Source: an optimization exercise on an open RTL-to-GDS flow (aim: small area). Production flows keep margins and buffers that such runs may drop.
In this exercise RTL edits were held to simulation tests only and were not proved equivalent to the original.
Power is estimated from default activity; no workload was simulated.

==> flow/design.v <==
module sa_mac (input [7:0] a, input [7:0] b, input en, input [23:0] c, output [23:0] s);
  wire p1;
  sa_mac_pp u_p1 (.a(a[0]), .b(b[0]), .en(en), .p(p1));
  wire p2;
  sa_mac_pp u_p2 (.a(a[0]), .b(b[1]), .en(en), .p(p2));
  wire p3;
  sa_mac_pp u_p3 (.a(a[0]), .b(b[2]), .en(en), .p(p3));
  wire p4;
  sa_mac_pp u_p4 (.a(a[0]), .b(b[3]), .en(en), .p(p4));
  wire p5;
  sa_mac_pp u_p5 (.a(a[0]), .b(b[4]), .en(en), .p(p5));
  wire p6;
  sa_mac_pp u_p6 (.a(a[0]), .b(b[5]), .en(en), .p(p6));
  wire p7;
  sa_mac_pp u_p7 (.a(a[0]), .b(b[6]), .en(en), .p(p7));
  wire p8;
  sa_mac_ppn u_p8 (.a(a[0]), .b(b[7]), .en(en), .p(p8));
  wire p9;
  sa_mac_pp u_p9 (.a(a[1]), .b(b[0]), .en(en), .p(p9));
  wire p10;
  sa_mac_pp u_p10 (.a(a[1]), .b(b[1]), .en(en), .p(p10));
  wire p11;
  sa_mac_pp u_p11 (.a(a[1]), .b(b[2]), .en(en), .p(p11));
  wire p12;
  sa_mac_pp u_p12 (.a(a[1]), .b(b[3]), .en(en), .p(p12));
  wire p13;
  sa_mac_pp u_p13 (.a(a[1]), .b(b[4]), .en(en), .p(p13));
  wire p14;
  sa_mac_pp u_p14 (.a(a[1]), .b(b[5]), .en(en), .p(p14));
  wire p15;
  sa_mac_pp u_p15 (.a(a[1]), .b(b[6]), .en(en), .p(p15));
  wire p16;
  sa_mac_ppn u_p16 (.a(a[1]), .b(b[7]), .en(en), .p(p16));
  wire p17;
  sa_mac_pp u_p17 (.a(a[2]), .b(b[0]), .en(en), .p(p17));
  wire p18;
  sa_mac_pp u_p18 (.a(a[2]), .b(b[1]), .en(en), .p(p18));
  wire p19;
  sa_mac_pp u_p19 (.a(a[2]), .b(b[2]), .en(en), .p(p19));
  wire p20;
  sa_mac_pp u_p20 (.a(a[2]), .b(b[3]), .en(en), .p(p20));
  wire p21;
  sa_mac_pp u_p21 (.a(a[2]), .b(b[4]), .en(en), .p(p21));
  wire p22;
  sa_mac_pp u_p22 (.a(a[2]), .b(b[5]), .en(en), .p(p22));
  wire p23;
  sa_mac_pp u_p23 (.a(a[2]), .b(b[6]), .en(en), .p(p23));
  wire p24;
  sa_mac_ppn u_p24 (.a(a[2]), .b(b[7]), .en(en), .p(p24));
  wire p25;
  sa_mac_pp u_p25 (.a(a[3]), .b(b[0]), .en(en), .p(p25));
  wire p26;
  sa_mac_pp u_p26 (.a(a[3]), .b(b[1]), .en(en), .p(p26));
  wire p27;
  sa_mac_pp u_p27 (.a(a[3]), .b(b[2]), .en(en), .p(p27));
  wire p28;
  sa_mac_pp u_p28 (.a(a[3]), .b(b[3]), .en(en), .p(p28));
  wire p29;
  sa_mac_pp u_p29 (.a(a[3]), .b(b[4]), .en(en), .p(p29));
  wire p30;
  sa_mac_pp u_p30 (.a(a[3]), .b(b[5]), .en(en), .p(p30));
  wire p31;
  sa_mac_pp u_p31 (.a(a[3]), .b(b[6]), .en(en), .p(p31));
  wire p32;
  sa_mac_ppn u_p32 (.a(a[3]), .b(b[7]), .en(en), .p(p32));
  wire p33;
  sa_mac_pp u_p33 (.a(a[4]), .b(b[0]), .en(en), .p(p33));
  wire p34;
  sa_mac_pp u_p34 (.a(a[4]), .b(b[1]), .en(en), .p(p34));
  wire p35;
  sa_mac_pp u_p35 (.a(a[4]), .b(b[2]), .en(en), .p(p35));
  wire p36;
  sa_mac_pp u_p36 (.a(a[4]), .b(b[3]), .en(en), .p(p36));
  wire p37;
  sa_mac_pp u_p37 (.a(a[4]), .b(b[4]), .en(en), .p(p37));
  wire p38;
  sa_mac_pp u_p38 (.a(a[4]), .b(b[5]), .en(en), .p(p38));
  wire p39;
  sa_mac_pp u_p39 (.a(a[4]), .b(b[6]), .en(en), .p(p39));
  wire p40;
  sa_mac_ppn u_p40 (.a(a[4]), .b(b[7]), .en(en), .p(p40));
  wire p41;
  sa_mac_pp u_p41 (.a(a[5]), .b(b[0]), .en(en), .p(p41));
  wire p42;
  sa_mac_pp u_p42 (.a(a[5]), .b(b[1]), .en(en), .p(p42));
  wire p43;
  sa_mac_pp u_p43 (.a(a[5]), .b(b[2]), .en(en), .p(p43));
  wire p44;
  sa_mac_pp u_p44 (.a(a[5]), .b(b[3]), .en(en), .p(p44));
  wire p45;
  sa_mac_pp u_p45 (.a(a[5]), .b(b[4]), .en(en), .p(p45));
  wire p46;
  sa_mac_pp u_p46 (.a(a[5]), .b(b[5]), .en(en), .p(p46));
  wire p47;
  sa_mac_pp u_p47 (.a(a[5]), .b(b[6]), .en(en), .p(p47));
  wire p48;
  sa_mac_ppn u_p48 (.a(a[5]), .b(b[7]), .en(en), .p(p48));
  wire p49;
  sa_mac_pp u_p49 (.a(a[6]), .b(b[0]), .en(en), .p(p49));
  wire p50;
  sa_mac_pp u_p50 (.a(a[6]), .b(b[1]), .en(en), .p(p50));
  wire p51;
  sa_mac_pp u_p51 (.a(a[6]), .b(b[2]), .en(en), .p(p51));
  wire p52;
  sa_mac_pp u_p52 (.a(a[6]), .b(b[3]), .en(en), .p(p52));
  wire p53;
  sa_mac_pp u_p53 (.a(a[6]), .b(b[4]), .en(en), .p(p53));
  wire p54;
  sa_mac_pp u_p54 (.a(a[6]), .b(b[5]), .en(en), .p(p54));
  wire p55;
  sa_mac_pp u_p55 (.a(a[6]), .b(b[6]), .en(en), .p(p55));
  wire p56;
  sa_mac_ppn u_p56 (.a(a[6]), .b(b[7]), .en(en), .p(p56));
  wire p57;
  sa_mac_ppn u_p57 (.a(a[7]), .b(b[0]), .en(en), .p(p57));
  wire p58;
  sa_mac_ppn u_p58 (.a(a[7]), .b(b[1]), .en(en), .p(p58));
  wire p59;
  sa_mac_ppn u_p59 (.a(a[7]), .b(b[2]), .en(en), .p(p59));
  wire p60;
  sa_mac_ppn u_p60 (.a(a[7]), .b(b[3]), .en(en), .p(p60));
  wire p61;
  sa_mac_ppn u_p61 (.a(a[7]), .b(b[4]), .en(en), .p(p61));
  wire p62;
  sa_mac_ppn u_p62 (.a(a[7]), .b(b[5]), .en(en), .p(p62));
  wire p63;
  sa_mac_ppn u_p63 (.a(a[7]), .b(b[6]), .en(en), .p(p63));
  wire p64;
  sa_mac_pp u_p64 (.a(a[7]), .b(b[7]), .en(en), .p(p64));
  wire s65;
  wire c66;
  sa_mac_ha u_s65 (.x(p6), .y(p13), .s(s65), .co(c66));
  wire s67;
  wire c68;
  sa_mac_fa u_s67 (.x(p7), .y(p14), .z(p21), .s(s67), .co(c68));
  wire s69;
  wire c70;
  sa_mac_ha u_s69 (.x(p28), .y(p35), .s(s69), .co(c70));
  wire s71;
  wire c72;
  sa_mac_fa u_s71 (.x(p8), .y(p15), .z(p22), .s(s71), .co(c72));
  wire s73;
  wire c74;
  sa_mac_fa u_s73 (.x(p29), .y(p36), .z(p43), .s(s73), .co(c74));
  wire s75;
  wire c76;
  sa_mac_ha u_s75 (.x(p50), .y(p57), .s(s75), .co(c76));
  wire s77;
  wire c78;
  sa_mac_fa u_s77 (.x(p16), .y(p23), .z(p30), .s(s77), .co(c78));
  wire s79;
  wire c80;
  sa_mac_fa u_s79 (.x(p37), .y(p44), .z(p51), .s(s79), .co(c80));
  wire s81;
  wire c82;
  sa_mac_fa u_s81 (.x(p58), .y(c[8]), .z(1'b1), .s(s81), .co(c82));
  wire s83;
  wire c84;
  sa_mac_fa u_s83 (.x(p24), .y(p31), .z(p38), .s(s83), .co(c84));
  wire s85;
  wire c86;
  sa_mac_fa u_s85 (.x(p45), .y(p52), .z(p59), .s(s85), .co(c86));
  wire s87;
  wire c88;
  sa_mac_fa u_s87 (.x(p32), .y(p39), .z(p46), .s(s87), .co(c88));
  wire s89;
  wire c90;
  sa_mac_ha u_s89 (.x(p4), .y(p11), .s(s89), .co(c90));
  wire s91;
  wire c92;
  sa_mac_fa u_s91 (.x(p5), .y(p12), .z(p19), .s(s91), .co(c92));
  wire s93;
  wire c94;
  sa_mac_ha u_s93 (.x(p26), .y(p33), .s(s93), .co(c94));
  wire s95;
  wire c96;
  sa_mac_fa u_s95 (.x(s65), .y(p20), .z(p27), .s(s95), .co(c96));
  wire s97;
  wire c98;
  sa_mac_fa u_s97 (.x(p34), .y(p41), .z(c[5]), .s(s97), .co(c98));
  wire s99;
  wire c100;
  sa_mac_fa u_s99 (.x(s67), .y(s69), .z(p42), .s(s99), .co(c100));
  wire s101;
  wire c102;
  sa_mac_fa u_s101 (.x(p49), .y(c[6]), .z(c66), .s(s101), .co(c102));
  wire s103;
  wire c104;
  sa_mac_fa u_s103 (.x(s71), .y(s73), .z(s75), .s(s103), .co(c104));
  wire s105;
  wire c106;
  sa_mac_fa u_s105 (.x(c[7]), .y(c68), .z(c70), .s(s105), .co(c106));
  wire s107;
  wire c108;
  sa_mac_fa u_s107 (.x(s77), .y(s79), .z(s81), .s(s107), .co(c108));
  wire s109;
  wire c110;
  sa_mac_fa u_s109 (.x(c72), .y(c74), .z(c76), .s(s109), .co(c110));
  wire s111;
  wire c112;
  sa_mac_fa u_s111 (.x(s83), .y(s85), .z(c[9]), .s(s111), .co(c112));
  wire s113;
  wire c114;
  sa_mac_fa u_s113 (.x(c78), .y(c80), .z(c82), .s(s113), .co(c114));
  wire s115;
  wire c116;
  sa_mac_fa u_s115 (.x(s87), .y(p53), .z(p60), .s(s115), .co(c116));
  wire s117;
  wire c118;
  sa_mac_fa u_s117 (.x(c[10]), .y(c84), .z(c86), .s(s117), .co(c118));
  wire s119;
  wire c120;
  sa_mac_fa u_s119 (.x(p40), .y(p47), .z(p54), .s(s119), .co(c120));
  wire s121;
  wire c122;
  sa_mac_fa u_s121 (.x(p61), .y(c[11]), .z(c88), .s(s121), .co(c122));
  wire s123;
  wire c124;
  sa_mac_fa u_s123 (.x(p48), .y(p55), .z(p62), .s(s123), .co(c124));
  wire s125;
  wire c126;
  sa_mac_ha u_s125 (.x(p3), .y(p10), .s(s125), .co(c126));
  wire s127;
  wire c128;
  sa_mac_fa u_s127 (.x(s89), .y(p18), .z(p25), .s(s127), .co(c128));
  wire s129;
  wire c130;
  sa_mac_fa u_s129 (.x(s91), .y(s93), .z(c[4]), .s(s129), .co(c130));
  wire s131;
  wire c132;
  sa_mac_fa u_s131 (.x(s95), .y(s97), .z(c92), .s(s131), .co(c132));
  wire s133;
  wire c134;
  sa_mac_fa u_s133 (.x(s99), .y(s101), .z(c96), .s(s133), .co(c134));
  wire s135;
  wire c136;
  sa_mac_fa u_s135 (.x(s103), .y(s105), .z(c100), .s(s135), .co(c136));
  wire s137;
  wire c138;
  sa_mac_fa u_s137 (.x(s107), .y(s109), .z(c104), .s(s137), .co(c138));
  wire s139;
  wire c140;
  sa_mac_fa u_s139 (.x(s111), .y(s113), .z(c108), .s(s139), .co(c140));
  wire s141;
  wire c142;
  sa_mac_fa u_s141 (.x(s115), .y(s117), .z(c112), .s(s141), .co(c142));
  wire s143;
  wire c144;
  sa_mac_fa u_s143 (.x(s119), .y(s121), .z(c116), .s(s143), .co(c144));
  wire s145;
  wire c146;
  sa_mac_fa u_s145 (.x(s123), .y(c[12]), .z(c120), .s(s145), .co(c146));
  wire s147;
  wire c148;
  sa_mac_fa u_s147 (.x(p56), .y(p63), .z(c[13]), .s(s147), .co(c148));
  wire s149;
  wire c150;
  sa_mac_ha u_s149 (.x(p2), .y(p9), .s(s149), .co(c150));
  wire s151;
  wire c152;
  sa_mac_fa u_s151 (.x(s125), .y(p17), .z(c[2]), .s(s151), .co(c152));
  wire s153;
  wire c154;
  sa_mac_fa u_s153 (.x(s127), .y(c[3]), .z(c126), .s(s153), .co(c154));
  wire s155;
  wire c156;
  sa_mac_fa u_s155 (.x(s129), .y(c90), .z(c128), .s(s155), .co(c156));
  wire s157;
  wire c158;
  sa_mac_fa u_s157 (.x(s131), .y(c94), .z(c130), .s(s157), .co(c158));
  wire s159;
  wire c160;
  sa_mac_fa u_s159 (.x(s133), .y(c98), .z(c132), .s(s159), .co(c160));
  wire s161;
  wire c162;
  sa_mac_fa u_s161 (.x(s135), .y(c102), .z(c134), .s(s161), .co(c162));
  wire s163;
  wire c164;
  sa_mac_fa u_s163 (.x(s137), .y(c106), .z(c136), .s(s163), .co(c164));
  wire s165;
  wire c166;
  sa_mac_fa u_s165 (.x(s139), .y(c110), .z(c138), .s(s165), .co(c166));
  wire s167;
  wire c168;
  sa_mac_fa u_s167 (.x(s141), .y(c114), .z(c140), .s(s167), .co(c168));
  wire s169;
  wire c170;
  sa_mac_fa u_s169 (.x(s143), .y(c118), .z(c142), .s(s169), .co(c170));
  wire s171;
  wire c172;
  sa_mac_fa u_s171 (.x(s145), .y(c122), .z(c144), .s(s171), .co(c172));
  wire s173;
  wire c174;
  sa_mac_fa u_s173 (.x(s147), .y(c124), .z(c146), .s(s173), .co(c174));
  wire s175;
  wire c176;
  sa_mac_fa u_s175 (.x(p64), .y(c[14]), .z(c148), .s(s175), .co(c176));
  wire s177;
  wire c178;
  assign s177 = ~c[15];
  assign c178 = c[15];
  wire [15:0] r0 = {s177, s175, s173, s171, s169, s167, s165, s163, s161, s159, s157, s155, s153, s151, s149, p1};
  wire [15:0] r1 = {c176, c174, c172, c170, c168, c166, c164, c162, c160, c158, c156, c154, c152, c150, c[1], c[0]};
  wire [16:0] cy; assign cy[0] = 1'b0;
  sa_mac_ha u_cpa0 (.x(r0[0]), .y(r1[0]), .s(s[0]), .co(cy[1]));
  sa_mac_fa u_cpa1 (.x(r0[1]), .y(r1[1]), .z(cy[1]), .s(s[1]), .co(cy[2]));
  sa_mac_fa u_cpa2 (.x(r0[2]), .y(r1[2]), .z(cy[2]), .s(s[2]), .co(cy[3]));
  sa_mac_fa u_cpa3 (.x(r0[3]), .y(r1[3]), .z(cy[3]), .s(s[3]), .co(cy[4]));
  sa_mac_fa u_cpa4 (.x(r0[4]), .y(r1[4]), .z(cy[4]), .s(s[4]), .co(cy[5]));
  sa_mac_fa u_cpa5 (.x(r0[5]), .y(r1[5]), .z(cy[5]), .s(s[5]), .co(cy[6]));
  wire pp6, gg6;
  sa_mac_ha u_pg6 (.x(r0[6]), .y(r1[6]), .s(pp6), .co(gg6));
  wire pp7, gg7;
  sa_mac_ha u_pg7 (.x(r0[7]), .y(r1[7]), .s(pp7), .co(gg7));
  wire pp8, gg8;
  sa_mac_ha u_pg8 (.x(r0[8]), .y(r1[8]), .s(pp8), .co(gg8));
  wire pp9, gg9;
  sa_mac_ha u_pg9 (.x(r0[9]), .y(r1[9]), .s(pp9), .co(gg9));
  wire pp10, gg10;
  sa_mac_ha u_pg10 (.x(r0[10]), .y(r1[10]), .s(pp10), .co(gg10));
  wire pp11, gg11;
  sa_mac_ha u_pg11 (.x(r0[11]), .y(r1[11]), .s(pp11), .co(gg11));
  wire pp12, gg12;
  sa_mac_ha u_pg12 (.x(r0[12]), .y(r1[12]), .s(pp12), .co(gg12));
  wire pp13, gg13;
  sa_mac_ha u_pg13 (.x(r0[13]), .y(r1[13]), .s(pp13), .co(gg13));
  wire pp14, gg14;
  sa_mac_ha u_pg14 (.x(r0[14]), .y(r1[14]), .s(pp14), .co(gg14));
  wire pp15, gg15;
  sa_mac_ha u_pg15 (.x(r0[15]), .y(r1[15]), .s(pp15), .co(gg15));
  wire G0_1;
  sa_mac_g u_G0_1 (.gh(gg6), .ph(pp6), .gl(cy[6]), .g(G0_1));
  wire G0_3;
  wire P0_3;
  sa_mac_gp u_G0_3 (.gh(gg8), .ph(pp8), .gl(gg7), .pl(pp7), .g(G0_3), .p(P0_3));
  wire G0_5;
  wire P0_5;
  sa_mac_gp u_G0_5 (.gh(gg10), .ph(pp10), .gl(gg9), .pl(pp9), .g(G0_5), .p(P0_5));
  wire G0_7;
  wire P0_7;
  sa_mac_gp u_G0_7 (.gh(gg12), .ph(pp12), .gl(gg11), .pl(pp11), .g(G0_7), .p(P0_7));
  wire G0_9;
  wire P0_9;
  sa_mac_gp u_G0_9 (.gh(gg14), .ph(pp14), .gl(gg13), .pl(pp13), .g(G0_9), .p(P0_9));
  wire G1_2;
  sa_mac_g u_G1_2 (.gh(gg7), .ph(pp7), .gl(G0_1), .g(G1_2));
  wire G1_3;
  sa_mac_g u_G1_3 (.gh(G0_3), .ph(P0_3), .gl(G0_1), .g(G1_3));
  wire G1_6;
  wire P1_6;
  sa_mac_gp u_G1_6 (.gh(gg11), .ph(pp11), .gl(G0_5), .pl(P0_5), .g(G1_6), .p(P1_6));
  wire G1_7;
  wire P1_7;
  sa_mac_gp u_G1_7 (.gh(G0_7), .ph(P0_7), .gl(G0_5), .pl(P0_5), .g(G1_7), .p(P1_7));
  wire G1_10;
  wire P1_10;
  sa_mac_gp u_G1_10 (.gh(gg15), .ph(pp15), .gl(G0_9), .pl(P0_9), .g(G1_10), .p(P1_10));
  wire G2_4;
  sa_mac_g u_G2_4 (.gh(gg9), .ph(pp9), .gl(G1_3), .g(G2_4));
  wire G2_5;
  sa_mac_g u_G2_5 (.gh(G0_5), .ph(P0_5), .gl(G1_3), .g(G2_5));
  wire G2_6;
  sa_mac_g u_G2_6 (.gh(G1_6), .ph(P1_6), .gl(G1_3), .g(G2_6));
  wire G2_7;
  sa_mac_g u_G2_7 (.gh(G1_7), .ph(P1_7), .gl(G1_3), .g(G2_7));
  wire G3_8;
  sa_mac_g u_G3_8 (.gh(gg13), .ph(pp13), .gl(G2_7), .g(G3_8));
  wire G3_9;
  sa_mac_g u_G3_9 (.gh(G0_9), .ph(P0_9), .gl(G2_7), .g(G3_9));
  wire G3_10;
  sa_mac_g u_G3_10 (.gh(G1_10), .ph(P1_10), .gl(G2_7), .g(G3_10));
  assign s[6] = pp6 ^ cy[6];
  assign s[7] = pp7 ^ G0_1;
  assign s[8] = pp8 ^ G1_2;
  assign s[9] = pp9 ^ G1_3;
  assign s[10] = pp10 ^ G2_4;
  assign s[11] = pp11 ^ G2_5;
  assign s[12] = pp12 ^ G2_6;
  assign s[13] = pp13 ^ G2_7;
  assign s[14] = pp14 ^ G3_8;
  assign s[15] = pp15 ^ G3_9;
  assign cy[16] = G3_10;
  wire hi_inc, hi_decn;
  sa_mac_and2 u_inc (.a(c178), .b(cy[16]), .y(hi_inc));
  sa_mac_or2 u_decn (.a(c178), .b(cy[16]), .y(hi_decn));
  wire [7:0] ones, nz, t;
  assign ones[1] = c[16];
  assign nz[1] = c[16];
  sa_mac_and2 u_o2 (.a(ones[1]), .b(c[17]), .y(ones[2]));
  sa_mac_or2 u_z2 (.a(nz[1]), .b(c[17]), .y(nz[2]));
  sa_mac_and2 u_o3 (.a(ones[2]), .b(c[18]), .y(ones[3]));
  sa_mac_or2 u_z3 (.a(nz[2]), .b(c[18]), .y(nz[3]));
  sa_mac_and2 u_o4 (.a(ones[3]), .b(c[19]), .y(ones[4]));
  sa_mac_or2 u_z4 (.a(nz[3]), .b(c[19]), .y(nz[4]));
  sa_mac_and2 u_o5 (.a(ones[4]), .b(c[20]), .y(ones[5]));
  sa_mac_or2 u_z5 (.a(nz[4]), .b(c[20]), .y(nz[5]));
  sa_mac_and2 u_o6 (.a(ones[5]), .b(c[21]), .y(ones[6]));
  sa_mac_or2 u_z6 (.a(nz[5]), .b(c[21]), .y(nz[6]));
  sa_mac_and2 u_o7 (.a(ones[6]), .b(c[22]), .y(ones[7]));
  sa_mac_or2 u_z7 (.a(nz[6]), .b(c[22]), .y(nz[7]));
  sa_mac_xnor2 u_t0 (.a(c178), .b(cy[16]), .y(t[0]));
  sa_mac_sel u_t1 (.one(ones[1]), .inc(hi_inc), .nz(nz[1]), .decn(hi_decn), .t(t[1]));
  sa_mac_sel u_t2 (.one(ones[2]), .inc(hi_inc), .nz(nz[2]), .decn(hi_decn), .t(t[2]));
  sa_mac_sel u_t3 (.one(ones[3]), .inc(hi_inc), .nz(nz[3]), .decn(hi_decn), .t(t[3]));
  sa_mac_sel u_t4 (.one(ones[4]), .inc(hi_inc), .nz(nz[4]), .decn(hi_decn), .t(t[4]));
  sa_mac_sel u_t5 (.one(ones[5]), .inc(hi_inc), .nz(nz[5]), .decn(hi_decn), .t(t[5]));
  sa_mac_sel u_t6 (.one(ones[6]), .inc(hi_inc), .nz(nz[6]), .decn(hi_decn), .t(t[6]));
  sa_mac_sel u_t7 (.one(ones[7]), .inc(hi_inc), .nz(nz[7]), .decn(hi_decn), .t(t[7]));
  sa_mac_xor2 u_x0 (.a(c[16]), .b(t[0]), .y(s[16]));
  sa_mac_xor2 u_x1 (.a(c[17]), .b(t[1]), .y(s[17]));
  sa_mac_xor2 u_x2 (.a(c[18]), .b(t[2]), .y(s[18]));
  sa_mac_xor2 u_x3 (.a(c[19]), .b(t[3]), .y(s[19]));
  sa_mac_xor2 u_x4 (.a(c[20]), .b(t[4]), .y(s[20]));
  sa_mac_xor2 u_x5 (.a(c[21]), .b(t[5]), .y(s[21]));
  sa_mac_xor2 u_x6 (.a(c[22]), .b(t[6]), .y(s[22]));
  sa_mac_xor2 u_x7 (.a(c[23]), .b(t[7]), .y(s[23]));
endmodule
module sa_mac_fa (input x, input y, input z, output s, output co);
  assign s = x ^ y ^ z;
  assign co = (x & y) | (x & z) | (y & z);
endmodule
module sa_mac_gp (input gh, input ph, input gl, input pl, output g, output p);
  assign g = gh | (ph & gl);
  assign p = ph & pl;
endmodule
module sa_mac_g (input gh, input ph, input gl, output g);
  assign g = gh | (ph & gl);
endmodule
module sa_mac_sel (input one, input inc, input nz, input decn, output t);
  assign t = (one & inc) | (~nz & ~decn);
endmodule
module sa_mac_and2 (input a, input b, output y);
  assign y = a & b;
endmodule
module sa_mac_or2 (input a, input b, output y);
  assign y = a | b;
endmodule
module sa_mac_xor2 (input a, input b, output y);
  assign y = a ^ b;
endmodule
module sa_mac_xnor2 (input a, input b, output y);
  assign y = ~(a ^ b);
endmodule
module sa_mac_pp (input a, input b, input en, output p);
  assign p = a & b & en;
endmodule
module sa_mac_ppn (input a, input b, input en, output p);
  assign p = ~(a & b & en);
endmodule
module sa_mac_ha (input x, input y, output s, output co);
  assign s = x ^ y;
  assign co = x & y;
endmodule
module sa_array_top (
    input  logic         i_clk,
    input  logic         i_rstn,
    input  logic [31:0]  i_a_arr,         
    input  logic [31:0]  i_b_arr,         
    input  logic [95:0]  i_c_arr,         
    input  logic         i_reg_clear,
    input  logic         i_pipeline_en,
    input  logic [3:0]   i_cswitch_arr,
    input  logic         i_cscan_en,
    input  logic [1:0]   i_thres,
    output logic [95:0]  o_c_arr          
);
logic pen, clr;
assign pen = i_pipeline_en;
assign clr = i_reg_clear;
logic s_ld, s_hold;
assign s_ld   =  pen & ~clr;
assign s_hold = ~pen & ~clr;
logic [3:0][4:0][7:0]  a_q;
logic [4:0][3:0][7:0]  b_q;
logic [3:0][3:0]       cs_q;
logic [3:0][3:0][23:0] mac_q;
logic [3:0][3:0][23:0] sc_q;
logic [1:0]  thr_q;
logic [3:0][3:0]       use_q;    
always_ff @(posedge i_clk or negedge i_rstn) begin
    if (~i_rstn)      thr_q <= '0;
    else if (pen)     thr_q <= i_thres;
end
function automatic logic is_small(input logic [7:0] v, input logic [1:0] t);
    case (t)
        2'd1:    is_small = (v[7:1] == 7'h00) | (v[7:1] == 7'h7f);
        2'd2:    is_small = (v[7:2] == 6'h00) | (v[7:2] == 6'h3f);
        2'd3:    is_small = (v[7:3] == 5'h00) | (v[7:3] == 5'h1f);
        default: is_small = 1'b0;
    endcase
endfunction
genvar r, c;
generate
    for (r = 0; r < 4; r++) begin : g_arow
        for (c = 0; c < 5; c++) begin : g_acol
            logic [7:0] a_in;
            if (c == 0) begin : g_in
                assign a_in = i_a_arr[(3-r)*8 +: 8];
            end else begin : g_nb
                assign a_in = a_q[r][c-1];
            end
            logic [7:0] a_d;
            sa_sel2 #(.W(8)) u_a (.x(a_in), .sx(s_ld), .y(a_q[r][c]), .sy(s_hold), .o(a_d));
            always_ff @(posedge i_clk or negedge i_rstn) begin
                if (~i_rstn) a_q[r][c] <= '0;
                else         a_q[r][c] <= a_d;
            end
        end
    end
    for (r = 0; r < 5; r++) begin : g_brow
        for (c = 0; c < 4; c++) begin : g_bcol
            logic [7:0] b_in;
            if (r == 0) begin : g_in
                assign b_in = i_b_arr[(3-c)*8 +: 8];
            end else begin : g_nb
                assign b_in = b_q[r-1][c];
            end
            logic [7:0] b_d;
            sa_sel2 #(.W(8)) u_b (.x(b_in), .sx(s_ld), .y(b_q[r][c]), .sy(s_hold), .o(b_d));
            always_ff @(posedge i_clk or negedge i_rstn) begin
                if (~i_rstn) b_q[r][c] <= '0;
                else         b_q[r][c] <= b_d;
            end
        end
    end
    for (r = 0; r < 4; r++) begin : g_row
        for (c = 0; c < 4; c++) begin : g_col
            logic        cs_in;
            logic [23:0] c_in;
            logic [7:0]  a_op, b_op;
            logic [23:0] acc_base, acc_sum;
            if (r == 0) begin : g_csin
                assign cs_in = i_cswitch_arr[3-c];
            end else begin : g_csnb
                assign cs_in = cs_q[r-1][c];
            end
            if (c == 3) begin : g_cin
                assign c_in = i_c_arr[(3-r)*24 +: 24];
            end else begin : g_cnb
                assign c_in = sc_q[r][c+1];
            end
            assign a_op = a_q[r][c+1];
            assign b_op = b_q[r+1][c];
            always_ff @(posedge i_clk or negedge i_rstn) begin
                if (~i_rstn)  use_q[r][c] <= 1'b0;
                else if (pen) use_q[r][c] <= ~(is_small(a_q[r][c], thr_q) & is_small(b_q[r][c], thr_q));
            end
            sa_sel2 #(.W(24)) u_base (.x(sc_q[r][c]), .sx(cs_q[r][c]), .y(mac_q[r][c]), .sy(~cs_q[r][c]), .o(acc_base));
            sa_mac u_mac (.a(a_op), .b(b_op), .en(use_q[r][c]), .c(acc_base), .s(acc_sum));
            logic s_sc_m, s_sc_c, s_sc_h;
            assign s_sc_m = s_ld &  cs_q[r][c];
            assign s_sc_c = s_ld & ~cs_q[r][c] & i_cscan_en;
            assign s_sc_h = ~clr & ~(pen & (cs_q[r][c] | i_cscan_en));
            logic [23:0] mac_d, sc_d;
            sa_sel2 #(.W(24)) u_macd (.x(acc_sum), .sx(s_ld), .y(mac_q[r][c]), .sy(s_hold), .o(mac_d));
            sa_sel3 #(.W(24)) u_scd (.x(mac_q[r][c]), .sx(s_sc_m), .y(c_in), .sy(s_sc_c),
                                     .z(sc_q[r][c]), .sz(s_sc_h), .o(sc_d));
            always_ff @(posedge i_clk or negedge i_rstn) begin
                if (~i_rstn) begin
                    cs_q[r][c]  <= 1'b0;
                    mac_q[r][c] <= '0;
                    sc_q[r][c]  <= '0;
                end else begin
                    cs_q[r][c]  <= (cs_in & s_ld) | (cs_q[r][c] & s_hold);
                    mac_q[r][c] <= mac_d;
                    sc_q[r][c]  <= sc_d;
                end
            end
        end
        assign o_c_arr[(3-r)*24 +: 24] = sc_q[r][0];
    end
endgenerate
endmodule
module sa_sel2 #(parameter W = 8) (
    input  logic [W-1:0] x, input logic sx,
    input  logic [W-1:0] y, input logic sy,
    output logic [W-1:0] o
);
genvar i;
generate
    for (i = 0; i < W; i++) begin : g_bit
        sa_ao22 u_ao (.a(x[i]), .sa(sx), .b(y[i]), .sb(sy), .o(o[i]));
    end
endgenerate
endmodule
module sa_sel3 #(parameter W = 8) (
    input  logic [W-1:0] x, input logic sx,
    input  logic [W-1:0] y, input logic sy,
    input  logic [W-1:0] z, input logic sz,
    output logic [W-1:0] o
);
genvar i;
generate
    for (i = 0; i < W; i++) begin : g_bit
        sa_ao222 u_ao (.a(x[i]), .sa(sx), .b(y[i]), .sb(sy), .c(z[i]), .sc(sz), .o(o[i]));
    end
endgenerate
endmodule
module sa_ao22 (input logic a, sa, b, sb, output logic o);
assign o = (a & sa) | (b & sb);
endmodule
module sa_ao222 (input logic a, sa, b, sb, c, sc, output logic o);
assign o = (a & sa) | (b & sb) | (c & sc);
endmodule
==> flow/flow/run.sh <==
#!/bin/bash
# The standard layout flow, with the port buffers made from the smallest
# buffer cell (buf_1) instead of the flow's default choice.
set -e
export BUFFER_PORTS_ARGS="-buffer_cell sky130_fd_sc_hd__buf_1"
bash standard.sh > standard.log 2>&1
==> flow/standard.sh <==
#!/bin/bash
# synth_recipe.tcl (not shown) runs the flow's synth.tcl, then flattens the netlist and writes it again
# the make line also repeats each setting of config.mk as NAME=value (left out here)
make -C /OpenROAD-flow-scripts/flow DESIGN_CONFIG=/design/flow/config.mk WORK_HOME=/design/flow/orfs CLKGATE_MAP_FILE= SYNTH_SCRIPT=/design/flow/synth_recipe.tcl "${@:-finish}"
==> flow/config.mk <==
export PLATFORM = sky130hd
export DESIGN_NAME = sa_array_top
export DESIGN_NICKNAME = sa_array_top
export VERILOG_FILES = /design/flow/design.v
export SDC_FILE = /design/flow/constraint.sdc
export NUM_CORES = 4
export LEC_CHECK = 0
export CAP_MARGIN = 10
export CORE_MARGIN = 2
export CORE_UTILIZATION = 58
export CTS_BUF_LIST = sky130_fd_sc_hd__clkbuf_16
export CTS_CLUSTER_DIAMETER = 120
export CTS_CLUSTER_SIZE = 24
export GPL_TIMING_DRIVEN = 0
export PLACE_DENSITY = 0.66
export SETUP_SLACK_MARGIN = 0.05
export SLEW_MARGIN = 10
export SYNTH_HIERARCHICAL = 1
export SYNTH_MINIMUM_KEEP_SIZE = 0
==> flow/constraint.sdc <==
create_clock -name core_clock -period 6.0 [get_ports {i_clk}]
set_input_delay 1.2000 -clock core_clock [delete_from_list [all_inputs] [get_ports {i_clk}]]
set_output_delay 1.2000 -clock core_clock [all_outputs]
set_load 0.01 [all_outputs]
==> summary.txt, run 1 <==
Run status
  – Outcome: no timing/DRC/antenna violations

Critical path
  – CP arrival: between 6000 and 7000 ps
  – Crit path kind: reg -> reg
  – Crit Path Max Fanout: 65
  – Worst Setup End Kind: flip-flop
  – Crit path required time: 6620 ps
  – CP startpoint kind: flip-flop

Synth
  – Synthesis Warnings: 7
  – Average size of a mapped cell: roughly 12 um^2
  – Post-synth cell types: 40
  – Sequential area share after synthesis: 34.6%
  – Syn Inst Count: approximately 6,600
  – Synthesized net count: 7,924
  – Yosys reg bits: 1,122
  – Syn Std Cell Area: around 81,000 um^2

Global route
  – Initial antenna violation count: 5
  – Vias in the first global route: 62,600
  – First-pass GRT wire length: approximately 380 mm
  – Grt total ovfl: 0
  – Largest net degree at the start of global routing: 140
  – Overall routing resource usage: 34.2%

Clocking
  – Longest Clk Path Bufs: 3
  – CTS root buffer: clkbuf_16
  – Clk sink count: 1,122
  – CTS tree: built
  – Clock transition at the registers of the reported paths: 110 ps
  – Num CTS Buffers: 54
  – H-tree Lvls: 2
  – Worst skew pair latency: about 730 ps

Die
  – IO Count: approximately 270
  – Die ar.: approximately 140,000 um^2
  – Die X: about 380 um
  – Core region area: 139,000 um^2
  – Num rows: between 100 and 150
  – Initial core utilization: roughly 58%
  – Die height: 378 um

Placement
  – Worst slack, placed: -752 ps
  – IO buf count: around 270
  – Final HPWL DP: about 170 mm
  – Placed Cells: roughly 8,800
  – Gpl congestion: between 0.8 and 0.9

Route
  – Antenna-violating nets left: 0
  – Via density: just under 7
  – # DRC: 0
  – WL/cell: 27.1 um
  – Pre-antenna DRT Iters: 13
  – DRT iter0 DRCs: about 7,800
  – Detailed Route WL: 243 mm
  – Vias: about 62,000

STA
  – Final setup margin: roughly 270 ps
  – Fin crit period: 5730 ps
  – RSZ-0062 raised after global routing: no
  – WHS: slightly above 400 ps
  – Actual slew at the worst max-slew pin: about 1400 ps
  – Final setup violation count: 0
  – Clock Skews: approximately 32 ps
  – Final period util: 95.5%
  – Final hold vios: 0
  – Max Clock Freq: 0.175 GHz
  – Relative slew slack: 7.66%
  – Max Slew Vio Count: 0

Pwr
  – PwrDens: 292 nW/um^2
  – Final Power: ~0.026 W
  – Leak pwr: 48.3 nW
  – Worst IR Drop VDD: around 0.31 mV

Job
  – Number of max-cap violations: 0

Cells and area
  – Most frequent cells in the layout: dfrtp_1, a22o_1, fa_1, and3_1, inv_1
  – Nets: about 8,400
  – Fin cells: about 9,000
  – Commonest non-fill, non-tap cell in the layout: dfrtp_1
  – Filler cells: around 11,000
  – Multi-input gate area: roughly 51,000 um^2
  – Area added between synthesis and finish: 8.82%
  – Layout cell share with drive strength beyond 1: 6.23%
  – Storage element area: ~28,000 um^2

Worst hold path
  – Min-delay worst type: in -> async
## power by group
group          internal [W]  switching, W  total, W
clock network       0.00181       0.00266   0.00446
registers           0.00837       0.00112   0.00949
logic               0.00565       0.00619    0.0118
total                0.0158       0.00997    0.0258
## sequential cells by signal, indices dropped and copies added, names as in the netlist
name,flops
mac_q,384
use_q,16
b_q,160
thr_q,2
cs_q,16
a_q,160
sc_q,384
## cell type report
class | instances | share of cell area [%]
clock inverter | 20 | 0.186
multi-input combinational | 5037 | 58.3
antenna | 1 | 0.00284
buffer | 25 | 0.183
sequential | 1122 | 31.9
timing repair buffer | 379 | 3.21
timing repair inverter | 16 | 0.0907
inverter | 417 | 1.84
clock buffer | 57 | 1.62
tap | 1876 | 2.66
## critical path, cell delays in order, from the launching register on
cell and delay (ps):
dfrtp_2 950, and3_1 270, ha_1 250, fa_1 510
fa_1 440, fa_1 420, fa_1 430, fa_1 450
a21o_1 220, a21o_1 230, a21o_1 260, a21o_1 220
or2_1 380, o2bb2ai_2 220, xor2_1 90, a22o_1 230
## routing by layer
layer,track usage [%],vias to the layer above,wire (um)
met5,0,-,7
met4,10.3,2,7590
met3,6.77,335,21400
met2,51.6,2547,110000
met1,50.2,32200,104000
li1,-,26500,-
## cell usage after synthesis
library cell / number / area share, %
or4_1: 17 / 0.16
clkbuf_1: 13 / 0.060
a21oi_1: 32 / 0.20
conb_1: 16 / 0.074
xor2_1: 288 / 3.1
o211ai_1: 16 / 0.15
or2_2: 2 / 0.015
a222oi_1: 384 / 4.7
and2_1: 240 / 1.9
xnor2_1: 17 / 0.18
o221ai_1: 1 / 0.011
nor2b_1: 16 / 0.12
nand4_1: 30 / 0.23
a21o_1: 284 / 2.6
mux2i_1: 19 / 0.23
nand2_8: 1 / 0.025
and3_1: 803 / 6.2
a22o_1: 1088 / 12
dfrtp_1: 1122 / 35
o2bb2ai_2: 112 / 2.1
fa_1: 864 / 21
inv_1: 417 / 1.9
mux2_2: 2 / 0.028
o2111ai_1: 1 / 0.011
nor2_1: 51 / 0.24
nand2_1: 16 / 0.074
buf_2: 5 / 0.031
o21a_1: 1 / 0.0093
o21ai_0: 32 / 0.20
o311a_1: 15 / 0.19
a2111oi_2: 15 / 0.28
or2_1: 112 / 0.86
o32a_1: 15 / 0.19
a41oi_1: 1 / 0.011
ha_1: 288 / 4.4
nand3_1: 226 / 1.4
nor3_1: 16 / 0.099
buf_4: 7 / 0.065
o22ai_1: 1 / 0.0077
or4_4: 15 / 0.21
## stage by stage
stage                     util (%)  area, um^2  setup TNS (ps)
after detailed placement      61.9       86200          -75100
after global routing          63.4       88300               0
after global placement        60.7       84500               -
final                         63.4       88300               0
after floorplan                  -       81100               0
after CTS                     63.2       88000               0
## modules after synthesis, one instance, submodules excluded, excerpt
module / cell area, um^2 / flops+latches / cells
sa_array_top: 30700 / 1122 / 1513
sa_mac_ppn: 5.00 / 0 / 1
sa_mac_g: 7.51 / 0 / 1
sa_mac_ha: 12.5 / 0 / 1
sa_mac_gp: 13.8 / 0 / 2
sa_mac_xnor2: 8.76 / 0 / 1
sa_ao222: 13.8 / 0 / 2
sa_mac_or2: 6.26 / 0 / 1
sa_ao22: 8.76 / 0 / 1
sa_mac_pp: 6.26 / 0 / 1
sa_mac: 95.1 / 0 / 12
sa_mac_and2: 6.26 / 0 / 1
## cell families (layout without fill, tap and decap cells)
| family | Yosys count | in the layout | synth area share [%] |
|---|---|---|---|
| compound gates | 1998 | 1998 | 22.4 |
| simple gates | 1545 | 1545 | 11.5 |
| fa+ha+maj | 1152 | 1152 | 25.8 |
| flops | 1122 | 1122 | 34.6 |
| buf+inv | 442 | 914 | 2.09 |
| xor+xnor | 305 | 305 | 3.29 |
| mux | 21 | 21 | 0.262 |
| other cells | 16 | 17 | 0.0740 |
## timing repair
item                       in CTS  in global routing
hold buffers                    0                  0
gates resized for setup        45                  4
setup buffers                   0                 35
gates cloned                   16                  0
setup endpoints to repair     168                108
## worst paths after layout
check	cells past startpoint	slack, ps	to	from
worst max-delay path	15	270	mac_q[335]	use_q[13]
worst min-delay path	1	410	sc_q[378]	i_rstn
worst max register to register	15	270	mac_q[335]	use_q[13]
worst min register to register	1	510	a_q[0]	a_q[0]
max in group asynchronous	10	3110	mac_q[84]	i_rstn
min in group core_clock	1	510	a_q[0]	a_q[0]
==> run 2: changes to the inputs <==
--- a/flow/config.mk
+++ b/flow/config.mk
@@ -5,7 +5,7 @@
 export SDC_FILE = /design/flow/constraint.sdc
 export NUM_CORES = 4
 export LEC_CHECK = 0
-export CAP_MARGIN = 10
+export CAP_MARGIN = 0
 export CORE_MARGIN = 2
 export CORE_UTILIZATION = 58
 export CTS_BUF_LIST = sky130_fd_sc_hd__clkbuf_16
@@ -14,6 +14,6 @@
 export GPL_TIMING_DRIVEN = 0
 export PLACE_DENSITY = 0.66
 export SETUP_SLACK_MARGIN = 0.05
-export SLEW_MARGIN = 10
+export SLEW_MARGIN = 0
 export SYNTH_HIERARCHICAL = 1
 export SYNTH_MINIMUM_KEEP_SIZE = 0
==> run 2 against run 1 <==
Now fails the layout checks on capacitance limit, slew limit. Count of clock-buffer cells in the layout down 4. Sequential cell count unchanged. First-iteration DRC count down 2.3%. Worst setup slack improved by 11 ps. Sequential share of layout area increased by 0.085 points. Largest cell class unchanged. Highest routed layer unchanged.
==> summary.txt, run 2 <==
Pwr
  – Sequential share of power: 37.1% (+0.3 points)
  – Cell-internal power: 0.0157 W (-1.1%)
  – Psw: 0.00988 W (-0.83%)
  – Worst IR Drop VDD: 0.327 mV (+4.6%)
  – Leak pwr: 48.2 nW (-0.23%)
  – Comb pwr share: 46.3% (+0.4 points)
  – PwrDens: 290 nW/um^2 (-0.72%)
  – Final Power: 0.0255 W (-0.98%)
  – Sw Ratio: 38.7% (+0.058 points)
  – Clock Power Share: 16.6% (-0.7 points)

STA
  – Setup tns final: 0 ps (unchanged)
  – RSZ-0062 raised after global routing: no
  – Actual slew at the worst max-slew pin: 1520 ps (+130 ps)
  – Final period util: 95.3% (-0.18 points)
  – Clock Skews: 24.0 ps (-8.05 ps)
  – Fin crit period: 5720 ps (-11.1 ps)
  – Max Clock Freq: 0.175 GHz (+0.19%)
  – Final setup violation count: 0 (unchanged)
  – Max Slew Vio Count: 11 (+11)
  – Relative slew slack: -1.02% (-8.7 points)
  – Final hold vios: 0 (unchanged)

Die
  – Initial core utilization: 58.3% (unchanged)
  – Die X: 378 um (unchanged)
  – Core region area: 139,000 um^2 (unchanged)
  – Die height: 378 um (unchanged)
  – Die ar.: 143,000 um^2 (unchanged)
  – Num rows: 137 (unchanged)
  – IO Count: 267 (unchanged)

Cells and area
  – Storage element area: 28,200 um^2 (about the same)
  – Filler cells: 11,200 (+0.51%)
  – Most frequent cells in the layout: dfrtp_1, a22o_1, fa_1, and3_1, inv_1
  – Commonest non-fill, non-tap cell in the layout: dfrtp_1
  – Area added between synthesis and finish: 8.54%
  – Registers with the most flip-flops: mac_q x384, sc_q x384
  – Nets: 8,376 (+0.012%)
  – Multi-input gate area: 51,400 um^2 (about the same)
  – Layout cell share with drive strength beyond 1: 6.13% (-0.11 points)

Critical path
  – Depth of the most critical reg-to-reg path: 15 (unchanged)
  – CP arrival: 6320 ps (-20 ps)
  – Worst r2r src: use_q[6]
  – CP startpoint kind: flip-flop
  – CP max stage delay: 990 ps (+40 ps)
  – Crit path required time: 6600 ps (-20 ps)
  – Worst reg2reg endpoint: mac_q[164]
  – Crit path from: use_q[6]
  – Worst Setup End Kind: flip-flop
  – Crit Path Max Fanout: 65 (unchanged)
  – Worst Setup EP: mac_q[164]
  – Most frequent CP cell: fa_1
  – Crit path kind: reg -> reg
  – Flop-to-flop setup slack: 280 ps (about the same)
  – Crit-path cells: and3_1 -> ha_1 -> fa_1 -> fa_1 -> fa_1 -> fa_1 -> fa_1 -> a21o_1 -> a21o_1 -> a21o_1 -> a21o_1 -> or2_1 -> o2bb2ai_2 -> xor2_1 -> a22o_1
  – CP max stage cell: dfrtp_2

Clocking
  – Clock transition at the registers of the reported paths: 110 ps (about the same)
  – Longest Clk Path Bufs: 3 (unchanged)
  – Num CTS Buffers: 53 (-1.9%)
  – Worst skew pair latency: 720 ps (about the same)
  – H-tree Lvls: 2 (unchanged)
  – CTS root buffer: clkbuf_16
  – CTS tree: built
  – Clk sink count: 1,122 (unchanged)

Synth
  – Yosys top cell area share: 34.6% (unchanged)
  – Top post-synthesis cells by count: dfrtp_1, a22o_1, fa_1
  – Average size of a mapped cell: 12.3 um^2 (unchanged)
  – Syn Inst Count: 6,601 (unchanged)
  – Most frequent cell after synthesis: dfrtp_1
  – Post-synth ARST share: 100% (unchanged)
  – Yosys reg bits: 1,122 (unchanged)
  – Yosys top cell by area: dfrtp_1
  – Synth Flop Type: dfrtp_1
  – Post-synth cell types: 40 (unchanged)
  – Synthesis Warnings: 7 (unchanged)
  – Sequential area share after synthesis: 34.6% (unchanged)
  – Post-synth EDFFs: 0 (unchanged)
  – Syn Std Cell Area: 81,100 um^2 (unchanged)
  – Synth top area cells: dfrtp_1, fa_1, a22o_1, and3_1, a222oi_1
  – Synthesized net count: 7,924 (unchanged)

Route
  – Antenna-violating nets left: 0 (unchanged)
  – Pre-antenna DRT Iters: 13 (unchanged)
  – # DRC: 0 (unchanged)
  – DRT iter0 DRCs: 7,636 (-2.3%)
  – Vias: 61,500 (-0.058%)
  – Detailed Route WL: 242 mm (-0.20%)
  – Via density: 6.88 (about the same)
  – WL/cell: 27.1 um (-0.12%)

Run status
  – Outcome: complete, but fails checks
  – Layout check faults: capacitance limit, slew limit

Placement
  – Gpl congestion: 0.882 (unchanged)
  – IO buf count: 265 (unchanged)
  – Final HPWL DP: 167 mm (-0.50%)

Global route
  – Largest net degree at the start of global routing: 191 (+36%)
  – First-pass GRT wire length: 379 mm (-0.26%)
  – Initial antenna violation count: 5 (unchanged)
  – Overall routing resource usage: 34.1% (-0.11 points)
  – Grt total ovfl: 0 (unchanged)
  – Vias in the first global route: 62,300 (-0.45%)

Worst hold path
  – Min-delay worst type: reg -> reg
  – Hold path depth: 1

Job
  – Number of max-cap violations: 1 (+1)
-- run 2: worst min-delay path by stage --
stage	start	slack, ps	endpoint
2_1_floorplan	a_q[0]	470	a_q[0]
3_3_place_gp	b_q[8]	480	b_q[8]
3_5_place_dp	a_q[0]	480	a_q[0]
4_1_cts	a_q[0]	520	a_q[0]
5_1_grt	b_q[8]	540	b_q[8]
6_report	a_q[0]	510	a_q[0]
-- run 2: cell type report --
cell class / instances / share of cell area (%)
diodes: 2 / 0.00568
clock buffers: 53 / 1.51
repair inverters: 16 / 0.0910
plain buffers: 25 / 0.180
inverters: 417 / 1.85
flip-flops and latches: 1122 / 32.0
repair buffers: 381 / 3.17
clock inverters: 14 / 0.108
multi-input cells: 5037 / 58.4
well taps: 1876 / 2.67
-- run 2: worst max-delay path, delay by kind of cell (launching register included) --
family	cells	cell delay [ps]
simple gates	2	660
compound gates	6	1350
xor+xnor	1	90
flops	1	990
fa+ha+maj	6	2470
-- run 2: power by group through the flow --
stage / Clock (W) / Combinational [W] / Sequential, W
floorplan: 0 / 0.00948 / 0.00919
global placement: 0 / 0.0113 / 0.00958
detailed placement: 0 / 0.0117 / 0.00957
CTS: 0.00434 / 0.0118 / 0.00944
global route: 0.00458 / 0.0131 / 0.00961
finish: 0.00423 / 0.0118 / 0.00948
-- run 2: logic make-up (layout without fill, tap and decap cells) --
group           Yosys count  count (layout)  synth area share, %
mux                      21              21                0.262
flops                  1122            1122                 34.6
xor+xnor                305             305                 3.29
other cells              16              18               0.0740
fa+ha+maj              1152            1152                 25.8
compound gates         1998            1998                 22.4
buf+inv                 442             906                 2.09
simple gates           1545            1545                 11.5
-- run 2: metal layers --
layer | vias to the layer above | track usage (%) | share of wire, %
met5 | - | 0 | 0.012
met4 | 6 | 9.76 | 2.8
met3 | 300 | 7.20 | 8.9
met2 | 2528 | 51.5 | 45
met1 | 32300 | 49.9 | 43
li1 | 26500 | - | -
-- run 2: what timing repair did --
item                                    CTS  global route
buffers inserted                          3            39
gates resized for setup                  55             6
hold buffers                              0             0
pin swaps                                 0             0
endpoints found under the setup margin  168           100
gates cloned                             16             0
-- run 2: per-module statistics from Yosys (local to each module, per instance), a selection --
module / cells inside / flip-flops and latches / area, um^2
sa_mac_pp: 1 / 0 / 6.26
sa_mac_sel: 1 / 0 / 15.0
sa_mac_gp: 2 / 0 / 13.8
sa_mac_or2: 1 / 0 / 6.26
sa_mac_g: 1 / 0 / 7.51
sa_mac_fa: 1 / 0 / 20.0
sa_array_top: 1513 / 1122 / 30700
sa_mac_ppn: 1 / 0 / 5.00
sa_mac_and2: 1 / 0 / 6.26
sa_mac_xnor2: 1 / 0 / 8.76
sa_ao222: 2 / 0 / 13.8
sa_mac_xor2: 1 / 0 / 8.76
-- run 2: per-stage QoR --
step / instance area [um^2] / std cells / util (%) / setup slack [ps] / hold slack (ps)
finish: 88000 / 8943 / 63.3 / 282 / 515
global route: 88000 / 8941 / 63.2 / 50.2 / 536
CTS: 87700 / 8900 / 63.0 / 68.9 / 517
detailed placement: 86000 / 8814 / 61.8 / -761 / 483
global placement: 84500 / 8742 / 60.7 / -56890 / 484
floorplan: 81100 / 6601 / - / 235 / 467
==> run 3: changes to the inputs <==
--- a/flow/config.mk
+++ b/flow/config.mk
@@ -5,7 +5,7 @@
 export SDC_FILE = /design/flow/constraint.sdc
 export NUM_CORES = 4
 export LEC_CHECK = 0
-export CAP_MARGIN = 0
+export CAP_MARGIN = 5
 export CORE_MARGIN = 2
 export CORE_UTILIZATION = 58
 export CTS_BUF_LIST = sky130_fd_sc_hd__clkbuf_16
@@ -14,6 +14,6 @@
 export GPL_TIMING_DRIVEN = 0
 export PLACE_DENSITY = 0.66
 export SETUP_SLACK_MARGIN = 0.05
-export SLEW_MARGIN = 0
+export SLEW_MARGIN = 5
 export SYNTH_HIERARCHICAL = 1
 export SYNTH_MINIMUM_KEEP_SIZE = 0
==> run 3 against run 2 <==
The run now finishes clean. Sequential share of layout area hardly changed. Largest power group unchanged. Critical endpoint is now mac_q[114]. Worst hold slack worse by 1.2 ps. Non-clock buffer count rose by 5.
==> summary.txt, run 3 <==
Die
  – Num rows: 137 (unchanged)
  – IO Count: 267 (unchanged)
  – Die height: 378 um (unchanged)
  – Die X: 378 um (unchanged)
  – Die ar.: 143,000 um^2 (unchanged)
  – Initial core utilization: 58.3% (unchanged)
  – Core region area: 139,000 um^2 (unchanged)

Route
  – Detailed Route WL: 242 mm (about the same)
  – # DRC: 0 (unchanged)
  – Vias: 61,600 (+0.073%)
  – Via density: 6.88 (about the same)
  – DRT iter0 DRCs: 7,725 (+1.2%)
  – Pre-antenna DRT Iters: 13 (unchanged)
  – Antenna-violating nets left: 0 (unchanged)
  – WL/cell: 27.1 um (-0.15%)

Cells and area
  – Registers with the most flip-flops: mac_q x384, sc_q x384
  – Area added between synthesis and finish: 8.64% (about the same)
  – Nets: 8,381 (+0.060%)
  – Fin cells: 8,952 (+0.10%)
  – Fin util: 63.3% (about the same)
  – Most frequent cells in the layout: dfrtp_1, a22o_1, fa_1, and3_1, inv_1
  – Commonest non-fill, non-tap cell in the layout: dfrtp_1
  – Filler cells: 11,200 (+0.28%)
  – Layout cell share with drive strength beyond 1: 6.25% (+0.12 points)

Critical path
  – CP max stage delay: 680 ps (-310 ps)
  – Number of cells on the critical path: 17 (+2)
  – Worst Setup End Kind: flip-flop
  – Crit-path cells: clkinvlp_4 -> buf_4 -> a22o_1 -> ha_1 -> fa_1 -> fa_1 -> fa_1 -> fa_1 -> fa_1 -> a21o_1 -> a21o_1 -> a21o_1 -> a21o_1 -> or2_1 -> o2bb2ai_2 -> xor2_1 -> a22o_1
  – CP max stage cell: dfrtp_4
  – Crit path required time: 6590 ps (about the same)
  – Most frequent CP cell: fa_1
  – CP arrival: 6320 ps (about the same)
  – Worst path bufs/invs: 2 (+2)
  – CP top delay family: adder cells
  – Crit path kind: reg -> reg
  – CP startpoint kind: flip-flop
  – Depth of the most critical reg-to-reg path: 17 (+2)
  – Crit Path Max Fanout: 16 (-75%)

STA
  – Clock Skews: 28.0 ps (+4.01 ps)
  – RSZ-0062 raised after global routing: no
  – Fin crit period: 5730 ps (+16.0 ps)
  – Max Slew Vio Count: 0 (-11)
  – Relative slew slack: 9.87% (+11 points)
  – WHS: 513 ps (-1.23 ps)
  – Final hold vios: 0 (unchanged)
  – Setup tns final: 0 ps (unchanged)
  – Actual slew at the worst max-slew pin: 1350 ps (-163 ps)
  – Max Clock Freq: 0.174 GHz (-0.28%)
  – Final period util: 95.6% (+0.27 points)
  – Final setup violation count: 0 (unchanged)

Placement
  – Gpl congestion: 0.882 (unchanged)
  – Placed Cells: 8,818 (+0.045%)
  – Final HPWL DP: 168 mm (+0.15%)
  – IO buf count: 265 (unchanged)

Pwr
  – Final Power: 0.0255 W (about the same)
  – Worst IR Drop VDD: 0.309 mV (-5.2%)
  – PwrDens: 290 nW/um^2 (-0.13%)
  – Leak pwr: 48.2 nW (about the same)

Synth
  – Yosys reg bits: 1,122 (unchanged)
  – Sequential area share after synthesis: 34.6% (unchanged)
  – Post-synth EDFFs: 0 (unchanged)
  – Syn Inst Count: 6,601 (unchanged)
  – Synth top area cells: dfrtp_1, fa_1, a22o_1, and3_1, a222oi_1
  – Post-synth ARST share: 100% (unchanged)
  – Top post-synthesis cells by count: dfrtp_1, a22o_1, fa_1
  – Yosys top cell by area: dfrtp_1
  – Synth Flop Type: dfrtp_1
  – Syn Std Cell Area: 81,100 um^2 (unchanged)
  – Average size of a mapped cell: 12.3 um^2 (unchanged)
  – Synthesized net count: 7,924 (unchanged)
  – Synthesis Warnings: 7 (unchanged)
  – Yosys top cell area share: 34.6% (unchanged)
  – Most frequent cell after synthesis: dfrtp_1
  – Post-synth cell types: 40 (unchanged)

Clocking
  – H-tree Lvls: 2 (unchanged)
  – CTS tree: built
  – Clock transition at the registers of the reported paths: 100 ps (about the same)
  – Clk sink count: 1,122 (unchanged)
  – CTS root buffer: clkbuf_16
  – Worst skew pair latency: 720 ps (about the same)
  – Longest Clk Path Bufs: 3 (unchanged)
  – Num CTS Buffers: 53 (unchanged)

Job
  – Number of max-cap violations: 0 (-1)

Global route
  – Grt total ovfl: 0 (unchanged)
  – Largest net degree at the start of global routing: 191 (unchanged)
  – First-pass GRT wire length: 378 mm (-0.31%)
  – Overall routing resource usage: 34.0% (-0.055 points)
  – Initial antenna violation count: 6 (+1)
  – Vias in the first global route: 62,200 (-0.22%)

Run status
  – Outcome: no timing/DRC/antenna violations

Worst hold path
  – Min-delay worst type: in -> async
-- run 3: cell counts after synthesis --
No cell type changed its count.
-- run 3: what timing repair did --
item / CTS / global route
resized for setup: 45 / 7
hold buffers: 0 / 0
endpoints found under the setup margin: 170 / 100
setup buffers: 4 / 40
gates cloned: 16 / 0
-- run 3: logic make-up after synthesis --
| logic type | Yosys count | synth area share [%] |
|---|---|---|
| DFF | 1122 | 34.6 |
| xor gates and xnor gates | 305 | 3.29 |
| AOI/OAI and AO/OA | 1998 | 22.4 |
| adders and majority gates | 1152 | 25.8 |
| buffers and inverters | 442 | 2.09 |
| other | 16 | 0.0740 |
| and+or+nand+nor | 1545 | 11.5 |
| muxes | 21 | 0.262 |
-- run 3: modules after synthesis (local to each module, per instance), excerpt --
| module | area (um^2) | cells inside | times used |
|---|---|---|---|
| sa_ao22 | 8.76 | 1 | 1088 |
| sa_ao222 | 13.8 | 2 | 384 |
| sa_array_top | 30700 | 1513 | 1 |
| sa_mac | 95.1 | 12 | 16 |
| sa_mac_and2 | 6.26 | 1 | 112 |
| sa_mac_fa | 20.0 | 1 | 864 |
| sa_mac_g | 7.51 | 1 | 160 |
| sa_mac_gp | 13.8 | 2 | 112 |
| sa_mac_ha | 12.5 | 1 | 288 |
| sa_mac_or2 | 6.26 | 1 | 112 |
| sa_mac_pp | 6.26 | 1 | 800 |
| sa_mac_ppn | 5.00 | 1 | 224 |
| sa_mac_sel | 15.0 | 1 | 112 |
| sa_mac_xnor2 | 8.76 | 1 | 16 |
| sa_mac_xor2 | 8.76 | 1 | 128 |
-- run 3: power by group --
part           internal, W  switching, W  total [W]
Clock              0.00160       0.00262    0.00422
Sequential         0.00837       0.00112    0.00949
Combinational      0.00565       0.00618     0.0118
Total               0.0156       0.00991     0.0255
-- run 3: per-layer routing --
layer,track usage [%],vias up,part of all wire (%)
met5,0,-,0.023
li1,-,26500,-
met4,10.3,8,3.1
met2,50.9,2557,45
met3,7.02,320,8.9
met1,50.1,32200,43
-- run 3: area by class of cell --
type	count	area (um^2)	area share [%]
Buffer	25	161	0.183
Clock inverter	18	86.3	0.0980
Inverter	417	1630	1.84
Timing Repair Buffer	386	2870	3.26
Clock buffer	53	1330	1.51
Multi-Input combinational cell	5037	51400	58.4
Antenna cell	2	5.00	0.00568
Timing Repair inverter	16	80.1	0.0909
Tap cell	1876	2350	2.66
Sequential cell	1122	28200	32.0
-- run 3: path summary, 6_finish.rpt --
kind | startpoint | to | slack [ps]
min in group core_clock | b_q[8] | b_q[40] | 520
worst max register to register | cs_q[4] | mac_q[114] | 270
max in group asynchronous | i_rstn | mac_q[87] | 3200
worst min-delay path | i_rstn | sc_q[377] | 510
worst max-delay path | cs_q[4] | mac_q[114] | 270
worst min register to register | b_q[8] | b_q[40] | 520
-- run 3: metrics by stage --
stage | instance area [um^2] | setup WS (ps)
floorplan | 81100 | 235
global route | 88100 | 51.3
detailed placement | 86100 | -775
global placement | 84500 | -56890
CTS | 87800 | 51.8
finish | 88100 | 266
==> run 4: changes to the inputs <==
==> flow/flow/run.sh (replaced) <==
#!/bin/bash
# The standard layout flow, with the port buffers made from the smallest
# buffer cell (buf_1) instead of the flow's default choice, and ORFS's
# power recovery after global routing (downsizing gates on paths with
# positive slack).
set -e
export BUFFER_PORTS_ARGS="-buffer_cell sky130_fd_sc_hd__buf_1"
export RECOVER_POWER=100
bash standard.sh > standard.log 2>&1
--- a/flow/config.mk
+++ b/flow/config.mk
@@ -5,7 +5,7 @@
 export SDC_FILE = /design/flow/constraint.sdc
 export NUM_CORES = 4
 export LEC_CHECK = 0
-export CAP_MARGIN = 5
+export CAP_MARGIN = 20
 export CORE_MARGIN = 2
 export CORE_UTILIZATION = 58
 export CTS_BUF_LIST = sky130_fd_sc_hd__clkbuf_16
@@ -14,6 +14,6 @@
 export GPL_TIMING_DRIVEN = 0
 export PLACE_DENSITY = 0.66
 export SETUP_SLACK_MARGIN = 0.05
-export SLEW_MARGIN = 5
+export SLEW_MARGIN = 20
 export SYNTH_HIERARCHICAL = 1
 export SYNTH_MINIMUM_KEEP_SIZE = 0
==> run 4 against run 3 <==
The layout now fails its checks (capacitance limit, slew limit). Cell area down 0.81%. Fmax down 1.4%. Critical endpoint is now sc_q[290]. Routed wire length grew 0.15%. Synthesized cell count stayed put. Register-to-register slack about the same.
==> summary.txt, run 4 <==
Run status
  – Outcome: complete, but fails checks
  – Layout check faults: capacitance limit, slew limit

STA
  – Clock Skews: 28.0 ps (+0.0324 ps)
  – Final period util: 96.9% (+1.3 points)
  – Relative slew slack: -112% (-120 points)
  – Setup tns final: 0 ps (unchanged)
  – Actual slew at the worst max-slew pin: 3180 ps (+1830 ps)
  – Final setup violation count: 0 (unchanged)
  – Max Clock Freq: 0.172 GHz (-1.4%)
  – Final setup margin: 186 ps (-80.3 ps)
  – RSZ-0062 raised after global routing: no
  – Fin crit period: 5810 ps (+80.3 ps)
  – Final hold vios: 0 (unchanged)
  – WHS: 511 ps (-2.43 ps)
  – Max Slew Vio Count: 639 (+639)

Route
  – Via density: 6.88 (about the same)
  – DRT iter0 DRCs: 7,445 (-3.6%)
  – Antenna-violating nets left: 0 (unchanged)
  – # DRC: 0 (unchanged)
  – Pre-antenna DRT Iters: 13 (unchanged)
  – Detailed Route WL: 243 mm (+0.15%)
  – WL/cell: 27.1 um (about the same)
  – Vias: 61,600 (+0.050%)

Synth
  – Post-synth cell types: 40 (unchanged)
  – Post-synth ARST share: 100% (unchanged)
  – Yosys top cell area share: 34.6% (unchanged)
  – Top post-synthesis cells by count: dfrtp_1, a22o_1, fa_1
  – Yosys reg bits: 1,122 (unchanged)
  – Syn Std Cell Area: 81,100 um^2 (unchanged)
  – Synthesized net count: 7,924 (unchanged)
  – Syn Inst Count: 6,601 (unchanged)
  – Synth top area cells: dfrtp_1, fa_1, a22o_1, and3_1, a222oi_1
  – Yosys top cell by area: dfrtp_1
  – Most frequent cell after synthesis: dfrtp_1
  – Synthesis Warnings: 7 (unchanged)
  – Sequential area share after synthesis: 34.6% (unchanged)
  – Average size of a mapped cell: 12.3 um^2 (unchanged)
  – Synth Flop Type: dfrtp_1
  – Post-synth EDFFs: 0 (unchanged)

Global route
  – Initial antenna violation count: 5 (-1)
  – GRT busiest layer: met2
  – Met3 usage: 7.28% (+0.26 points)
  – Grt total ovfl: 0 (unchanged)
  – Overall routing resource usage: 34.2% (+0.13 points)
  – Vias in the first global route: 62,600 (+0.73%)
  – Largest net degree at the start of global routing: 140 (-27%)
  – Met2 Resource Use GR: 51.3% (+0.39 points)
  – GR Layer Usage met1: 50.0% (-0.066 points)
  – First-pass GRT wire length: 380 mm (+0.52%)

Clocking
  – Clock transition at the registers of the reported paths: 100 ps (about the same)
  – CTS root buffer: clkbuf_16
  – Num CTS Buffers: 53 (unchanged)
  – Clk sink count: 1,122 (unchanged)
  – CTS tree: built
  – Longest Clk Path Bufs: 3 (unchanged)
  – H-tree Lvls: 2 (unchanged)
  – Number of hold buffers added after cts: 0 (unchanged)
  – Worst skew pair latency: 720 ps (about the same)

Critical path
  – Crit path required time: 6650 ps (+60 ps)
  – Crit-path cells: clkbuf_1 -> nor2b_1 -> nand2_1 -> clkbuf_1 -> nor2_1 -> clkbuf_1 -> a222oi_1 -> inv_1
  – Worst Setup End Kind: flip-flop
  – CP arrival: 6470 ps (+150 ps)
  – Crit path from: i_reg_clear
  – Worst reg2reg endpoint: mac_q[335]
  – Crit Path Max Fanout: 14 (-2)
  – CP max stage cell: nor2b_1
  – CP max stage delay: 1250 ps (+570 ps)
  – Flop-to-flop setup slack: 260 ps (about the same)
  – Worst Setup EP: sc_q[290]
  – Most frequent CP cell: clkbuf_1
  – Worst r2r src: use_q[13]
  – Depth of the most critical reg-to-reg path: 15 (-2)
  – CP startpoint kind: primary input
  – Crit path kind: in -> reg

Die
  – Core region area: 139,000 um^2 (unchanged)
  – Die ar.: 143,000 um^2 (unchanged)
  – Die height: 378 um (unchanged)
  – Die X: 378 um (unchanged)
  – IO Count: 267 (unchanged)
  – Initial core utilization: 58.3% (unchanged)
  – Num rows: 137 (unchanged)

Cells and area
  – Most frequent cells in the layout: dfrtp_1, a22o_1, fa_1, and3_1, inv_1
  – Commonest non-fill, non-tap cell in the layout: dfrtp_1
  – Area added between synthesis and finish: 7.75%
  – Filler cells: 11,300 (+0.89%)
  – Nets: 8,384 (+0.036%)
  – Multi-input gate area: 51,100 um^2 (-0.76%)
  – Registers with the most flip-flops: mac_q x384, sc_q x384
  – Layout cell share with drive strength beyond 1: 4.87% (-1.4 points)
  – Storage element area: 28,200 um^2 (about the same)
  – Fin util: 62.8% (-0.52 points)

Placement
  – Worst slack, placed: -663 ps (+112 ps)
  – IO buf count: 265 (unchanged)
  – Final HPWL DP: 168 mm (+0.50%)
  – Gpl congestion: 0.882 (unchanged)

Pwr
  – Leak pwr: 47.9 nW (-0.70%)
  – Worst IR Drop VDD: 0.301 mV (-2.9%)
  – PwrDens: 288 nW/um^2 (-0.54%)
  – Final Power: 0.0252 W (-1.4%)

Worst hold path
  – Min-delay worst type: reg -> reg

Job
  – Number of max-cap violations: 14 (+14)
run 4: Yosys stat by module (local to each module, per instance), a selection:
module,cells inside,times used,area (um^2)
sa_mac_and2,1,112,6.26
sa_mac_xor2,1,128,8.76
sa_mac_pp,1,800,6.26
sa_mac_g,1,160,7.51
sa_ao222,2,384,13.8
sa_mac_gp,2,112,13.8
sa_mac_ppn,1,224,5.00
run 4: layer usage:
layer | wire length [um] | up-vias
met5 | 21 | -
met4 | 7500 | 4
met3 | 22200 | 321
met2 | 109000 | 2532
met1 | 103000 | 32300
li1 | - | 26500
run 4: layout make-up:
type | instances | share of cell area (%)
antenna | 3 | 0.00859
buffer | 25 | 0.180
clock buffer | 55 | 1.57
clock inverter | 22 | 0.122
inverter | 417 | 1.85
multi-input combinational | 5037 | 58.4
sequential | 1122 | 32.2
tap | 1876 | 2.69
timing repair buffer | 389 | 2.85
timing repair inverter | 16 | 0.0916
run 4: timing repair:
| item | in CTS | in global routing |
|---|---|---|
| gates resized for setup | 35 | 5 |
| buffers inserted | 0 | 32 |
| pin swaps | 0 | 0 |
| setup endpoints to repair | 129 | 100 |
| cloned | 16 | 0 |
run 4: worst min path at each step:
| stage | slack [ps] | from | cells past startpoint | endpoint |
|---|---|---|---|---|
| after floorplan | 470 | a_q[0] | 1 | a_q[0] |
| after global routing | 530 | a_q[120] | 1 | a_q[120] |
| final | 510 | a_q[120] | 1 | a_q[120] |
| after CTS | 440 | i_rstn | 1 | sc_q[377] |
| after global placement | 480 | b_q[8] | 1 | b_q[8] |
| after detailed placement | 480 | a_q[120] | 1 | a_q[120] |
run 4: logic make-up after synthesis:
kind of cell    after synthesis  share of synthesized area (%)
compound gates             1998                           22.4
xor+xnor                    305                           3.29
fa+ha+maj                  1152                           25.8
buf+inv                     442                           2.09
flops                      1122                           34.6
mux                          21                          0.262
other cells                  16                         0.0740
simple gates               1545                           11.5
run 4: metrics by stage:
step           cells  instance area (um^2)
2_1_floorplan   6601                 81100
3_3_place_gp    8742                 84500
3_5_place_dp    8833                 86600
4_1_cts         8926                 88200
5_1_grt         8960                 87400
6_report        8962                 87400
run 4: worst max-delay path, delay by kind of cell:
kind	cells	cell delay (ps)
simple gates	3	3210
buf+inv	4	1860
compound gates	1	170
run 4: power breakdown:
group / internal [W] / total, W / switching, W
Sequential: 0.00837 / 0.00940 / 0.00103
Combinational: 0.00546 / 0.0115 / 0.00603
Clock: 0.00166 / 0.00430 / 0.00263

[separate check: timing with driven ports]
Ports are ideal in the flow. The routed layouts listed here were re-timed in OpenROAD.
Step 1: set_driving_cell puts a clkbuf_16 on i_clk and a buf_2 on each other input, an assumption about the parent block.
Step 2, shift: input delay + t, output delay - t, t = (earliest + latest rising clock arrival at the registers) / 2. This alone moves slack from input paths to output paths.
Slacks: ideal / step 1 / step 2; pairs: ideal / step 1.
run	t, ns	slack for setup (ns)
run 1	0.804	0.271 / 0.271 / 0.271
run 2	0.794	0.282 / 0.282 / 0.282
run 3	0.788	0.266 / 0.266 / 0.266
run 4	0.796	0.186 / 0.229 / -0.566
